What follows belongs to an exercise in optimizing a design on an open flow for small area and a short achievable clock period; a production flow would make more cautious choices. Only the layout flow was run in this run; the RTL was not checked for function there. Power is estimated from default activity; no workload was simulated.

$ cat design.v
module mul16_csa(input [15:0] a, input [15:0] b, output [15:0] x, output [15:0] y, output [15:0] z);
wire one0, two0, neg0, pp0_0, pp0_1, pp0_2, pp0_3, pp0_4, pp0_5, pp0_6, pp0_7, pp0_8, pp0_9, pp0_10, pp0_11, pp0_12, pp0_13, pp0_14, pp0_15, nc0, one1, two1, neg1, pp1_0, pp1_1, pp1_2, pp1_3, pp1_4, pp1_5, pp1_6, pp1_7, pp1_8, pp1_9, pp1_10, pp1_11, pp1_12, pp1_13, nc1, one2, two2, neg2, pp2_0, pp2_1, pp2_2, pp2_3, pp2_4, pp2_5, pp2_6, pp2_7, pp2_8, pp2_9, pp2_10, pp2_11, nc2, one3, two3, neg3, pp3_0, pp3_1, pp3_2, pp3_3, pp3_4, pp3_5, pp3_6, pp3_7, pp3_8, pp3_9, nc3, one4, two4, neg4, pp4_0, pp4_1, pp4_2, pp4_3, pp4_4, pp4_5, pp4_6, pp4_7, nc4, one5, two5, neg5, pp5_0, pp5_1, pp5_2, pp5_3, pp5_4, pp5_5, nc5, one6, two6, neg6, pp6_0, pp6_1, pp6_2, pp6_3, nc6, one7, two7, neg7, pp7_0, pp7_1, nc7, s0, c0, s1, c1, s2, c2, s3, c3, s4, c4, s5, c5, s6, s7, s8, s9, c9, s10, c10, s11, c11, s12, c12, s13, c13, s14, c14, s15, c15, s16, c16, s17, c17, s18, c18, s19, c19, s20, c20, s21, c21, s22, c22, s23, s24, s25, c25, s26, c26, s27, c27, s28, c28, s29, c29, s30, c30, s31, c31, s32, c32, s33, c33, s34, c34, s35;
assign one0 = b[0] ^ 1'b0;
assign two0 = (b[1] & ~b[0] & ~1'b0) | (~b[1] & b[0] & 1'b0);
assign neg0 = b[1];
assign pp0_0 = one0 & a[0];
assign pp0_1 = ((one0 & a[1]) | (two0 & a[0])) ^ neg0;
assign pp0_2 = ((one0 & a[2]) | (two0 & a[1])) ^ neg0;
assign pp0_3 = ((one0 & a[3]) | (two0 & a[2])) ^ neg0;
assign pp0_4 = ((one0 & a[4]) | (two0 & a[3])) ^ neg0;
assign pp0_5 = ((one0 & a[5]) | (two0 & a[4])) ^ neg0;
assign pp0_6 = ((one0 & a[6]) | (two0 & a[5])) ^ neg0;
assign pp0_7 = ((one0 & a[7]) | (two0 & a[6])) ^ neg0;
assign pp0_8 = ((one0 & a[8]) | (two0 & a[7])) ^ neg0;
assign pp0_9 = ((one0 & a[9]) | (two0 & a[8])) ^ neg0;
assign pp0_10 = ((one0 & a[10]) | (two0 & a[9])) ^ neg0;
assign pp0_11 = ((one0 & a[11]) | (two0 & a[10])) ^ neg0;
assign pp0_12 = ((one0 & a[12]) | (two0 & a[11])) ^ neg0;
assign pp0_13 = ((one0 & a[13]) | (two0 & a[12])) ^ neg0;
assign pp0_14 = ((one0 & a[14]) | (two0 & a[13])) ^ neg0;
assign pp0_15 = ((one0 & a[15]) | (two0 & a[14])) ^ neg0;
assign nc0 = neg0 & ~pp0_0;
assign one1 = b[2] ^ b[1];
assign two1 = (b[3] & ~b[2] & ~b[1]) | (~b[3] & b[2] & b[1]);
assign neg1 = b[3];
assign pp1_0 = one1 & a[0];
assign pp1_1 = ((one1 & a[1]) | (two1 & a[0])) ^ neg1;
assign pp1_2 = ((one1 & a[2]) | (two1 & a[1])) ^ neg1;
assign pp1_3 = ((one1 & a[3]) | (two1 & a[2])) ^ neg1;
assign pp1_4 = ((one1 & a[4]) | (two1 & a[3])) ^ neg1;
assign pp1_5 = ((one1 & a[5]) | (two1 & a[4])) ^ neg1;
assign pp1_6 = ((one1 & a[6]) | (two1 & a[5])) ^ neg1;
assign pp1_7 = ((one1 & a[7]) | (two1 & a[6])) ^ neg1;
assign pp1_8 = ((one1 & a[8]) | (two1 & a[7])) ^ neg1;
assign pp1_9 = ((one1 & a[9]) | (two1 & a[8])) ^ neg1;
assign pp1_10 = ((one1 & a[10]) | (two1 & a[9])) ^ neg1;
assign pp1_11 = ((one1 & a[11]) | (two1 & a[10])) ^ neg1;
assign pp1_12 = ((one1 & a[12]) | (two1 & a[11])) ^ neg1;
assign pp1_13 = ((one1 & a[13]) | (two1 & a[12])) ^ neg1;
assign nc1 = neg1 & ~pp1_0;
assign one2 = b[4] ^ b[3];
assign two2 = (b[5] & ~b[4] & ~b[3]) | (~b[5] & b[4] & b[3]);
assign neg2 = b[5];
assign pp2_0 = one2 & a[0];
assign pp2_1 = ((one2 & a[1]) | (two2 & a[0])) ^ neg2;
assign pp2_2 = ((one2 & a[2]) | (two2 & a[1])) ^ neg2;
assign pp2_3 = ((one2 & a[3]) | (two2 & a[2])) ^ neg2;
assign pp2_4 = ((one2 & a[4]) | (two2 & a[3])) ^ neg2;
assign pp2_5 = ((one2 & a[5]) | (two2 & a[4])) ^ neg2;
assign pp2_6 = ((one2 & a[6]) | (two2 & a[5])) ^ neg2;
assign pp2_7 = ((one2 & a[7]) | (two2 & a[6])) ^ neg2;
assign pp2_8 = ((one2 & a[8]) | (two2 & a[7])) ^ neg2;
assign pp2_9 = ((one2 & a[9]) | (two2 & a[8])) ^ neg2;
assign pp2_10 = ((one2 & a[10]) | (two2 & a[9])) ^ neg2;
assign pp2_11 = ((one2 & a[11]) | (two2 & a[10])) ^ neg2;
assign nc2 = neg2 & ~pp2_0;
assign one3 = b[6] ^ b[5];
assign two3 = (b[7] & ~b[6] & ~b[5]) | (~b[7] & b[6] & b[5]);
assign neg3 = b[7];
assign pp3_0 = one3 & a[0];
assign pp3_1 = ((one3 & a[1]) | (two3 & a[0])) ^ neg3;
assign pp3_2 = ((one3 & a[2]) | (two3 & a[1])) ^ neg3;
assign pp3_3 = ((one3 & a[3]) | (two3 & a[2])) ^ neg3;
assign pp3_4 = ((one3 & a[4]) | (two3 & a[3])) ^ neg3;
assign pp3_5 = ((one3 & a[5]) | (two3 & a[4])) ^ neg3;
assign pp3_6 = ((one3 & a[6]) | (two3 & a[5])) ^ neg3;
assign pp3_7 = ((one3 & a[7]) | (two3 & a[6])) ^ neg3;
assign pp3_8 = ((one3 & a[8]) | (two3 & a[7])) ^ neg3;
assign pp3_9 = ((one3 & a[9]) | (two3 & a[8])) ^ neg3;
assign nc3 = neg3 & ~pp3_0;
assign one4 = b[8] ^ b[7];
assign two4 = (b[9] & ~b[8] & ~b[7]) | (~b[9] & b[8] & b[7]);
assign neg4 = b[9];
assign pp4_0 = one4 & a[0];
assign pp4_1 = ((one4 & a[1]) | (two4 & a[0])) ^ neg4;
assign pp4_2 = ((one4 & a[2]) | (two4 & a[1])) ^ neg4;
assign pp4_3 = ((one4 & a[3]) | (two4 & a[2])) ^ neg4;
assign pp4_4 = ((one4 & a[4]) | (two4 & a[3])) ^ neg4;
assign pp4_5 = ((one4 & a[5]) | (two4 & a[4])) ^ neg4;
assign pp4_6 = ((one4 & a[6]) | (two4 & a[5])) ^ neg4;
assign pp4_7 = ((one4 & a[7]) | (two4 & a[6])) ^ neg4;
assign nc4 = neg4 & ~pp4_0;
assign one5 = b[10] ^ b[9];
assign two5 = (b[11] & ~b[10] & ~b[9]) | (~b[11] & b[10] & b[9]);
assign neg5 = b[11];
assign pp5_0 = one5 & a[0];
assign pp5_1 = ((one5 & a[1]) | (two5 & a[0])) ^ neg5;
assign pp5_2 = ((one5 & a[2]) | (two5 & a[1])) ^ neg5;
assign pp5_3 = ((one5 & a[3]) | (two5 & a[2])) ^ neg5;
assign pp5_4 = ((one5 & a[4]) | (two5 & a[3])) ^ neg5;
assign pp5_5 = ((one5 & a[5]) | (two5 & a[4])) ^ neg5;
assign nc5 = neg5 & ~pp5_0;
assign one6 = b[12] ^ b[11];
assign two6 = (b[13] & ~b[12] & ~b[11]) | (~b[13] & b[12] & b[11]);
assign neg6 = b[13];
assign pp6_0 = one6 & a[0];
assign pp6_1 = ((one6 & a[1]) | (two6 & a[0])) ^ neg6;
assign pp6_2 = ((one6 & a[2]) | (two6 & a[1])) ^ neg6;
assign pp6_3 = ((one6 & a[3]) | (two6 & a[2])) ^ neg6;
assign nc6 = neg6 & ~pp6_0;
assign one7 = b[14] ^ b[13];
assign two7 = (b[15] & ~b[14] & ~b[13]) | (~b[15] & b[14] & b[13]);
assign neg7 = b[15];
assign pp7_0 = one7 & a[0];
assign pp7_1 = ((one7 & a[1]) | (two7 & a[0])) ^ neg7;
assign nc7 = neg7 & ~pp7_0;
assign s0 = pp0_11 ^ pp1_9;
assign c0 = pp0_11 & pp1_9;
assign s1 = pp0_12 ^ pp1_10 ^ pp2_8;
assign c1 = (pp0_12 & pp1_10) | (pp0_12 & pp2_8) | (pp1_10 & pp2_8);
assign s2 = pp0_13 ^ pp1_11 ^ pp2_9;
assign c2 = (pp0_13 & pp1_11) | (pp0_13 & pp2_9) | (pp1_11 & pp2_9);
assign s3 = pp3_7 ^ pp4_5;
assign c3 = pp3_7 & pp4_5;
assign s4 = pp0_14 ^ pp1_12 ^ pp2_10;
assign c4 = (pp0_14 & pp1_12) | (pp0_14 & pp2_10) | (pp1_12 & pp2_10);
assign s5 = pp3_8 ^ pp4_6 ^ pp5_4;
assign c5 = (pp3_8 & pp4_6) | (pp3_8 & pp5_4) | (pp4_6 & pp5_4);
assign s6 = pp0_15 ^ pp1_13 ^ pp2_11;
assign s7 = pp3_9 ^ pp4_7 ^ pp5_5;
assign s8 = pp6_3 ^ pp7_1;
assign s9 = pp0_7 ^ pp1_5;
assign c9 = pp0_7 & pp1_5;
assign s10 = pp0_8 ^ pp1_6 ^ pp2_4;
assign c10 = (pp0_8 & pp1_6) | (pp0_8 & pp2_4) | (pp1_6 & pp2_4);
assign s11 = pp0_9 ^ pp1_7 ^ pp2_5;
assign c11 = (pp0_9 & pp1_7) | (pp0_9 & pp2_5) | (pp1_7 & pp2_5);
assign s12 = pp3_3 ^ pp4_1;
assign c12 = pp3_3 & pp4_1;
assign s13 = pp0_10 ^ pp1_8 ^ pp2_6;
assign c13 = (pp0_10 & pp1_8) | (pp0_10 & pp2_6) | (pp1_8 & pp2_6);
assign s14 = pp3_4 ^ pp4_2 ^ pp5_0;
assign c14 = (pp3_4 & pp4_2) | (pp3_4 & pp5_0) | (pp4_2 & pp5_0);
assign s15 = s0 ^ pp2_7 ^ pp3_5;
assign c15 = (s0 & pp2_7) | (s0 & pp3_5) | (pp2_7 & pp3_5);
assign s16 = pp4_3 ^ pp5_1 ^ nc5;
assign c16 = (pp4_3 & pp5_1) | (pp4_3 & nc5) | (pp5_1 & nc5);
assign s17 = c0 ^ s1 ^ pp3_6;
assign c17 = (c0 & s1) | (c0 & pp3_6) | (s1 & pp3_6);
assign s18 = pp4_4 ^ pp5_2 ^ pp6_0;
assign c18 = (pp4_4 & pp5_2) | (pp4_4 & pp6_0) | (pp5_2 & pp6_0);
assign s19 = c1 ^ s2 ^ s3;
assign c19 = (c1 & s2) | (c1 & s3) | (s2 & s3);
assign s20 = pp5_3 ^ pp6_1 ^ nc6;
assign c20 = (pp5_3 & pp6_1) | (pp5_3 & nc6) | (pp6_1 & nc6);
assign s21 = c2 ^ c3 ^ s4;
assign c21 = (c2 & c3) | (c2 & s4) | (c3 & s4);
assign s22 = s5 ^ pp6_2 ^ pp7_0;
assign c22 = (s5 & pp6_2) | (s5 & pp7_0) | (pp6_2 & pp7_0);
assign s23 = c4 ^ c5 ^ s6;
assign s24 = s7 ^ s8 ^ nc7;
assign s25 = pp0_5 ^ pp1_3;
assign c25 = pp0_5 & pp1_3;
assign s26 = pp0_6 ^ pp1_4 ^ pp2_2;
assign c26 = (pp0_6 & pp1_4) | (pp0_6 & pp2_2) | (pp1_4 & pp2_2);
assign s27 = s9 ^ pp2_3 ^ pp3_1;
assign c27 = (s9 & pp2_3) | (s9 & pp3_1) | (pp2_3 & pp3_1);
assign s28 = c9 ^ s10 ^ pp3_2;
assign c28 = (c9 & s10) | (c9 & pp3_2) | (s10 & pp3_2);
assign s29 = c10 ^ s11 ^ s12;
assign c29 = (c10 & s11) | (c10 & s12) | (s11 & s12);
assign s30 = c11 ^ c12 ^ s13;
assign c30 = (c11 & c12) | (c11 & s13) | (c12 & s13);
assign s31 = c13 ^ c14 ^ s15;
assign c31 = (c13 & c14) | (c13 & s15) | (c14 & s15);
assign s32 = c15 ^ c16 ^ s17;
assign c32 = (c15 & c16) | (c15 & s17) | (c16 & s17);
assign s33 = c17 ^ c18 ^ s19;
assign c33 = (c17 & c18) | (c17 & s19) | (c18 & s19);
assign s34 = c19 ^ c20 ^ s21;
assign c34 = (c19 & c20) | (c19 & s21) | (c20 & s21);
assign s35 = c21 ^ c22 ^ s23;
assign x = {c34, c33, c32, c31, c30, c29, c28, c27, c26, c25, s25, pp0_4, pp0_3, pp0_2, pp0_1, pp0_0};
assign y = {s35, s34, s33, s32, s31, s30, s29, s28, s27, s26, pp2_1, pp1_2, pp1_1, pp1_0, nc0, 1'b0};
assign z = {s24, s22, s20, s18, s16, s14, nc4, pp4_0, nc3, pp3_0, nc2, pp2_0, nc1, 1'b0, 1'b0, 1'b0};
endmodule
`timescale 1ns / 1ps
module pipelined_regfile_3stage(clk, rst, aluout,
	imem_addr, imem_rdata,
	dmem_raddr, dmem_rdata, dmem_wen, dmem_waddr, dmem_wdata);
input clk;
input rst;
output [15:0] imem_addr;
input  [15:0] imem_rdata;
output [15:0] dmem_raddr;
input  [15:0] dmem_rdata;
output dmem_wen;
output [15:0] dmem_waddr;
output [15:0] dmem_wdata;
output [15:0] aluout;
function [15:0] rev16(input [15:0] v);
	integer k;
	for (k = 0; k < 16; k = k + 1) rev16[k] = v[15-k];
endfunction
reg [15:0] pc;            
reg [15:0] ia;            
reg [15:0] a_E, b_E;
reg [3:0]  imm_E, wa_E;
reg [2:0]  op_E;
reg        v_E, we_E, ld_E, sw_E, br_E, ls_E;
reg [15:0] x_M, y_M, z_M;
reg [3:0]  wa_M;
reg        we_M, ld_M, sw_M, mul_M, srl_M;
reg [15:0] dm;            
reg [3:0]  wa_D;
reg        we_D, ld_D;
reg [15:0] alu_W, md_W;
reg [3:0]  wa_W;
reg        we_W, ld_W;
reg [15:0] rf [0:15];
wire [15:0] inst = imem_rdata;
wire [3:0] op = inst[15:12];
wire [3:0] rd = inst[11:8];
wire [3:0] rs = inst[7:4];
wire [3:0] rt = inst[3:0];
wire d_lw  = op == 4'h8;
wire d_sw  = op == 4'h9;
wire d_beq = op == 4'ha;
wire d_jr  = op == 4'hc;
wire d_jal = op == 4'hd;
wire d_jmp = (op == 4'hb) | d_jal;
wire d_we  = ~(d_sw | d_beq | (op == 4'hb) | d_jr | d_jal);
wire [2:0] d_aluop = (d_lw | d_sw) ? 3'd0 : d_beq ? 3'd1 : op[2:0];
wire d_sll = d_aluop == 3'd4;
wire d_srl = d_aluop == 3'd5;
wire [15:0] nextpc = pc + 16'd1;
wire [15:0] wbdata = ld_W ? md_W : alu_W;
wire [15:0] woh = (16'd1 << wa_W) & {16{we_W}};
wire [15:0] wen = d_jal ? {we_W, 15'd0} : woh;
wire [15:0] wd  = d_jal ? nextpc : wbdata;
wire [15:0] oh1 = 16'd1 << rs;
wire [15:0] oh2 = (d_sw | d_beq) ? (16'd1 << rd) : (16'd1 << rt);
wire [3:0]  ra2 = (d_sw | d_beq) ? rd : rt;
reg [15:0] vld;
wire [15:0] s1 = vld & oh1;
wire [15:0] s2 = vld & oh2;
reg [15:0] t1, t2;
integer i;
always @(*) begin
	t1 = {13'd0, oh1[1] && !vld[1], 1'b0, oh1[1] && !vld[1]};
	t2 = {13'd0, oh2[1] && !vld[1], 1'b0, oh2[1] && !vld[1]};
	for (i = 0; i < 16; i = i + 1) begin
		t1 = t1 | (rf[i] & {16{s1[i]}});
		t2 = t2 | (rf[i] & {16{s2[i]}});
	end
end
wire jb1 = we_W & d_jal & oh1[15];
wire jb2 = we_W & d_jal & oh2[15];
wire wb1 = we_W & ~d_jal & (wa_W == rs);
wire wb2 = we_W & ~d_jal & (wa_W == ra2);
wire [15:0] rdata1 = jb1 ? nextpc : wb1 ? wbdata : t1;
wire [15:0] rdata2 = jb2 ? nextpc : wb2 ? wbdata : t2;
integer k;
always @(posedge clk) begin
	for (k = 0; k < 16; k = k + 1)
		if (wen[k]) rf[k] <= wd;
	if (rst) vld <= 16'd0;
	else     vld <= vld | wen;
end
wire [15:0] shf = rt[3] ? 16'd0 : (16'd1 << rt[2:0]);
wire [15:0] immx_E = {{12{imm_E[3]}}, imm_E};
wire eq_E = a_E == b_E;
wire take = br_E & eq_E;
wire [15:0] btarget = ia + 16'd1 + immx_E;
wire sub_E = (op_E == 3'd1) | (op_E == 3'd6);
wire mul_E = (op_E == 3'd7) | (op_E == 3'd4) | (op_E == 3'd5);
wire [15:0] bb_E = (ls_E ? immx_E : b_E) ^ {16{sub_E}};
wire [16:0] as_E = {1'b0, a_E} + {1'b0, bb_E} + {16'd0, sub_E};
wire le_E = ~as_E[16] | eq_E;
wire [15:0] mx, my, mz;
mul16_csa MUL0(.a(a_E), .b(b_E), .x(mx), .y(my), .z(mz));
reg [15:0] res_E;
always @(*) begin
	case (op_E)
		3'd0, 3'd1: res_E = as_E[15:0];
		3'd2:       res_E = a_E & b_E;
		3'd3:       res_E = a_E ^ b_E;
		3'd6:       res_E = {15'd0, le_E};
		default:    res_E = mx;
	endcase
end
wire [15:0] pc_seq = d_jmp ? {nextpc[14:11], inst[11:0]} : take ? btarget : nextpc;
wire [15:0] pcin = d_jr ? rdata1 : pc_seq;
always @(posedge clk) begin
	if (rst) begin
		pc <= 16'd0;
		ia <= 16'd0;
	end else begin
		pc <= pcin;
		ia <= pc;
	end
end
assign imem_addr = ia;
wire [15:0] mem_sum = x_M + (mul_M ? y_M : 16'd0) + (mul_M ? z_M : 16'd0);
always @(posedge clk) begin
	a_E   <= d_srl ? rev16(rdata1) : rdata1;
	b_E   <= (d_sll | d_srl) ? shf : rdata2;
	imm_E <= rt;
	wa_E  <= rd;
	op_E  <= d_aluop;
	ld_E  <= d_lw;
	ls_E  <= d_lw | d_sw;
	y_M   <= mul_E ? my : b_E;
	z_M   <= mz;
	wa_M  <= wa_E;
	ld_M  <= ld_E;
	srl_M <= op_E == 3'd5;
	wa_D  <= wa_M;
	ld_D  <= ld_M;
	md_W  <= dmem_rdata;
	wa_W  <= wa_D;
	ld_W  <= ld_D;
	if (rst) begin
		v_E <= 1'b0; we_E <= 1'b0; sw_E <= 1'b0; br_E <= 1'b0;
		x_M <= 16'd0; we_M <= 1'b0; sw_M <= 1'b0; mul_M <= 1'b0;
		dm <= 16'd0; we_D <= 1'b0;
		alu_W <= 16'd0; we_W <= 1'b0;
	end else begin
		v_E <= 1'b1; we_E <= d_we; sw_E <= d_sw; br_E <= d_beq;
		x_M <= v_E ? res_E : 16'd0;
		we_M <= we_E; sw_M <= sw_E; mul_M <= v_E & mul_E;
		dm <= srl_M ? rev16(mem_sum) : mem_sum;
		we_D <= we_M;
		alu_W <= dm;
		we_W <= we_D;
	end
end
assign dmem_raddr = dm;
assign dmem_wen   = sw_M & ~rst;
assign dmem_waddr = x_M;
assign dmem_wdata = y_M;
assign aluout     = alu_W;
endmodule
$ cat run.sh
#!/bin/bash
# synth_recipe.tcl (not shown) runs the flow's synth.tcl, then flattens the netlist and writes it again
# the make line also repeats each setting of config.mk as NAME=value (left out here)
make -C /OpenROAD-flow-scripts/flow DESIGN_CONFIG=/design/flow/config.mk WORK_HOME=/design/flow/orfs CLKGATE_MAP_FILE= SYNTH_SCRIPT=/design/flow/synth_recipe.tcl finish
$ cat config.mk
export PLATFORM = sky130hd
export DESIGN_NAME = pipelined_regfile_3stage
export DESIGN_NICKNAME = pipelined_regfile_3stage
export VERILOG_FILES = /design/flow/design.v
export SDC_FILE = /design/flow/constraint.sdc
export NUM_CORES = 4
export LEC_CHECK = 0
export CAP_MARGIN = 20
export CORE_MARGIN = 2
export CORE_UTILIZATION = 40
export SETUP_SLACK_MARGIN = 4.5
export SLEW_MARGIN = 20
$ cat constraint.sdc
create_clock -name core_clock -period 8.0 [get_ports {clk}]
set_input_delay 1.6000 -clock core_clock [delete_from_list [all_inputs] [get_ports {clk}]]
set_output_delay 1.6000 -clock core_clock [all_outputs]
set_load 0.01 [all_outputs]
==> metrics.md <==
| Metric | Value |
|---|---|
| Status | `finished clean` |
| Max_slew headroom | `27.1%` |
| Top cell by count, worst path | `buf_8` |
| Cts hold-fix bufs | `0` |
| Worst Hold Class | `flip-flop to flip-flop` |
| Largest net degree at the start of global routing | `49` |
| Core area | `approximately 0.063 sq mm` |
| CP peak stage delay | `0.49 ns` |
| Commonest non-fill, non-tap cell in the layout | `edfxtp_1` |
| DPL Wire Length | `~69 mm` |
| Worst skew pair latency | `0.63 ns` |
| Global-route wire length before repair | `~150 mm` |
| Final core occ | `50.2%` |
| Antenna violations before repair | `0` |
| Critical Path AT | `4.03 ns` |
| Area growth syn-to-layout | `23.8%` |
| CTS sink cnt | `around 470` |
| Drt drc | `0` |
| Die area | `between 0.06 and 0.07 sq mm` |
| CTS clk-pin slew, worst paths | `around 0.06 ns` |
| GR Util All Layers | `31.0%` |
| Synthesis Warnings | `2` |
| LEAKAGE | `about 12 nW` |
| CP required | `around 8.5 ns` |
| Seq cells post-synth | `roughly 470` |
| Drt wl/cell | `30.2 microns` |
| Pwr Density | `~170 mW/mm^2` |
| Port Buf Inserts | `114` |
| Post-route ant nets | `0` |
| Reg with most FFs | `rf` |
| Max VDD drop | `between 150 and 200 uV` |
| Cell variety after synth | `around 90` |
| Setup CP Type | `input pin to flip-flop` |
| Number of core rows | `between 90 and 100` |
| Max-slew violation count | `0` |
| WL final | `~110 mm` |
| Synth Flop Type | `edfxtp_1` |
| Via Count | `about 23,000` |
| Share of post-route cells with drive strength above 1 | `between 10% and 20%` |
| Final #Nets | `approximately 2,800` |
| Async set-reset flop share out of synthesis | `0%` |
| CTS root buffer | `clkbuf_16` |
| Drt via density | `between 6 and 7` |
| Fill count | `about 5,600` |
| Peak Freq | `~280 MHz` |
| Worst Tran Pin Value | `approximately 1.1 ns` |
| Register area | `0.0119 sq mm` |
| Seq/Total Area, Yosys | `between 40% and 50%` |
| Crit-path slowest cell | `clkdlybuf4s50_1` |
| Post-synth EDFFs | `~260` |
| Setup crit end kind | `flip-flop` |
| Clk buf depth | `3` |
| Setup TNS | `0 ns` |
| Drt pass-1 iters | `13` |
| Post-synthesis net count | `between 2,000 and 3,000` |
| Vert. Die Dim | `257 microns` |
| Max Cap Violations | `0` |
| # setup viols final | `0` |
| Avg Cell Area, Syn | `between 10 and 15 sq um` |
| Tmin final | `3.52 ns` |
| Die width | `257 microns` |
| Clk_skew | `roughly 0.037 ns` |
| Vias in the first global route | `between 20,000 and 25,000` |
| Overflow after GRT | `0` |
| Final GP Congestion | `1.01` |
| Cell Area, Synth | `approximately 0.026 sq mm` |
| Cells after Synth | `2,508` |
| Most frequent cells in the layout | `256 x edfxtp_1, 198 x dfxtp_1, 167 x nand2_1` |
| Critical-path cell list | `clkdlybuf4s50_1, buf_8, nand2_1, mux2i_2, and3_4, buf_8, a22o_1, a221oi_2, nand3_1, o22a_1` |
| Crit path launch type | `input pin` |
| Cts bufs inserted | `50` |
| Initial drt markers | `4,338` |
| Max reg flops | `about 260` |
| Critical path peak fanout | `12` |
| TritonCTS clock tree | `yes` |
| Area of the multi-input gates | `~0.014 sq mm` |
| Worst Hold Depth | `0` |
| H-tree depth | `2` |
| Fin crit share | `between 40% and 50%` |
| Cells on worst reg2reg path | `13` |
| Starting Density | `40.6%` |
| I/O pins | `about 120` |
| Final Hold Fails | `0` |
| Number of inserted diodes | `0` |
| RSZ-0062 raised after global routing | `yes` |
-- power breakdown --
part | switching (mW) | internal, mW
Sequential | 0.0462 | 2.57
Combinational | 0.318 | 0.199
Clock | 1.02 | 1.40
-- layer usage --
metal  vias up  share of wire (%)  GRT usage [%]
met5         -                  0              0
met4         0                5.9           15.3
met3       450                 14           10.3
met2      1967                 42           45.5
met1     11289                 38           40.8
li1       9789                  -              -
-- kinds of logic (layout without fill, tap and decap cells) --
logic type,count (synthesis),count (layout),synth area share [%]
buffers and inverters,255,451,4.15
XOR/XNOR,92,92,3.25
multiplexers,70,70,2.84
flip-flops,467,467,46.5
AND/OR/NAND/NOR,771,772,15.6
AO/OA/AOI/OAI,723,723,20.4
adder cells (fa/ha/maj),130,130,7.31
-- critical path, delay by kind of cell --
family                 cells  cell delay (ns)
AO/OA/AOI/OAI              3             0.49
buffers and inverters      3             0.89
multiplexers               1             0.31
AND/OR/NAND/NOR            3             0.71
-- path summary, 6_finish.rpt --
path                   to          start  slack, ns
hold / removal    wa_D[2]        wa_M[2]       0.32
setup reg to reg  y_M[15]         a_E[6]       4.57
hold reg to reg   wa_D[2]        wa_M[2]       0.32
setup / recovery   b_E[2]  imem_rdata[1]       4.48
-- cells in the mapped netlist, drive strengths merged (55+ instances only) --
cell type	n	area [sq um]
nor2	186	706
nand3	80	423
a21oi	154	771
clkbuf	129	484
buf	68	362
nand2	170	638
ha	69	863
a22oi	138	1040
inv	55	206
o21ai	86	430
dfxtp	211	4220
and2	57	357
edfxtp	256	7690
nor2b	69	432
-- final cells by class --
| class | count | area share (%) |
|---|---|---|
| clock inverters | 23 | 0.887 |
| repair inverters | 1 | 0.0237 |
| multi-input cells | 1787 | 42.6 |
| repair buffers | 301 | 10.4 |
| clock buffers | 68 | 4.44 |
| well taps | 846 | 3.34 |
| flip-flops and latches | 467 | 37.7 |
| inverters | 58 | 0.749 |
-- repair_timing --
item                       in CTS  in global routing
setup buffers                  69                 42
setup endpoints to repair     602                108
pin swaps                      29                 26
cloned                          7                  5
gates resized for setup       209                102
-- metrics by stage --
stage               cell area (sq um)  power [mW]  cells  worst slack (ns)  hold WS (ns)
floorplan                       25900        2.93   2508              4.38         0.310
finish                          31700        5.55   3551              4.48         0.322
global placement                27700        3.11   3335              2.41         0.311
CTS                             30900        5.53   3503              4.41         0.322
detailed placement              27700        3.12   3336              2.58         0.312
global route                    31700        5.69   3551              4.45         0.334

==> static timing again, ports no longer ideal <==
The flow's constraints put no driver on any port. The routed layout listed below was extracted and timed again, unchanged, in two steps.
Step 1: set_driving_cell puts a clkbuf_16 on clk and a buf_2 on each other input, an assumption about the parent block.
Step 2, shift: input delay + t, output delay - t, t = (earliest + latest rising clock arrival at the registers) / 2. This alone moves slack from input paths to output paths.
Three values: ideal ports, drivers, drivers and shift; two values: the first two.
t, ns: 0.671
setup slack, ns: 4.481 / 4.389 / 3.844
worst register clock-pin slew, ns: 0.07 / 0.07
cell pins on the clock port's net: 1
After both steps this run still meets setup and hold. For this run, drivers alone change the setup slack by -0.092 ns; drivers and shift together by -0.637 ns.
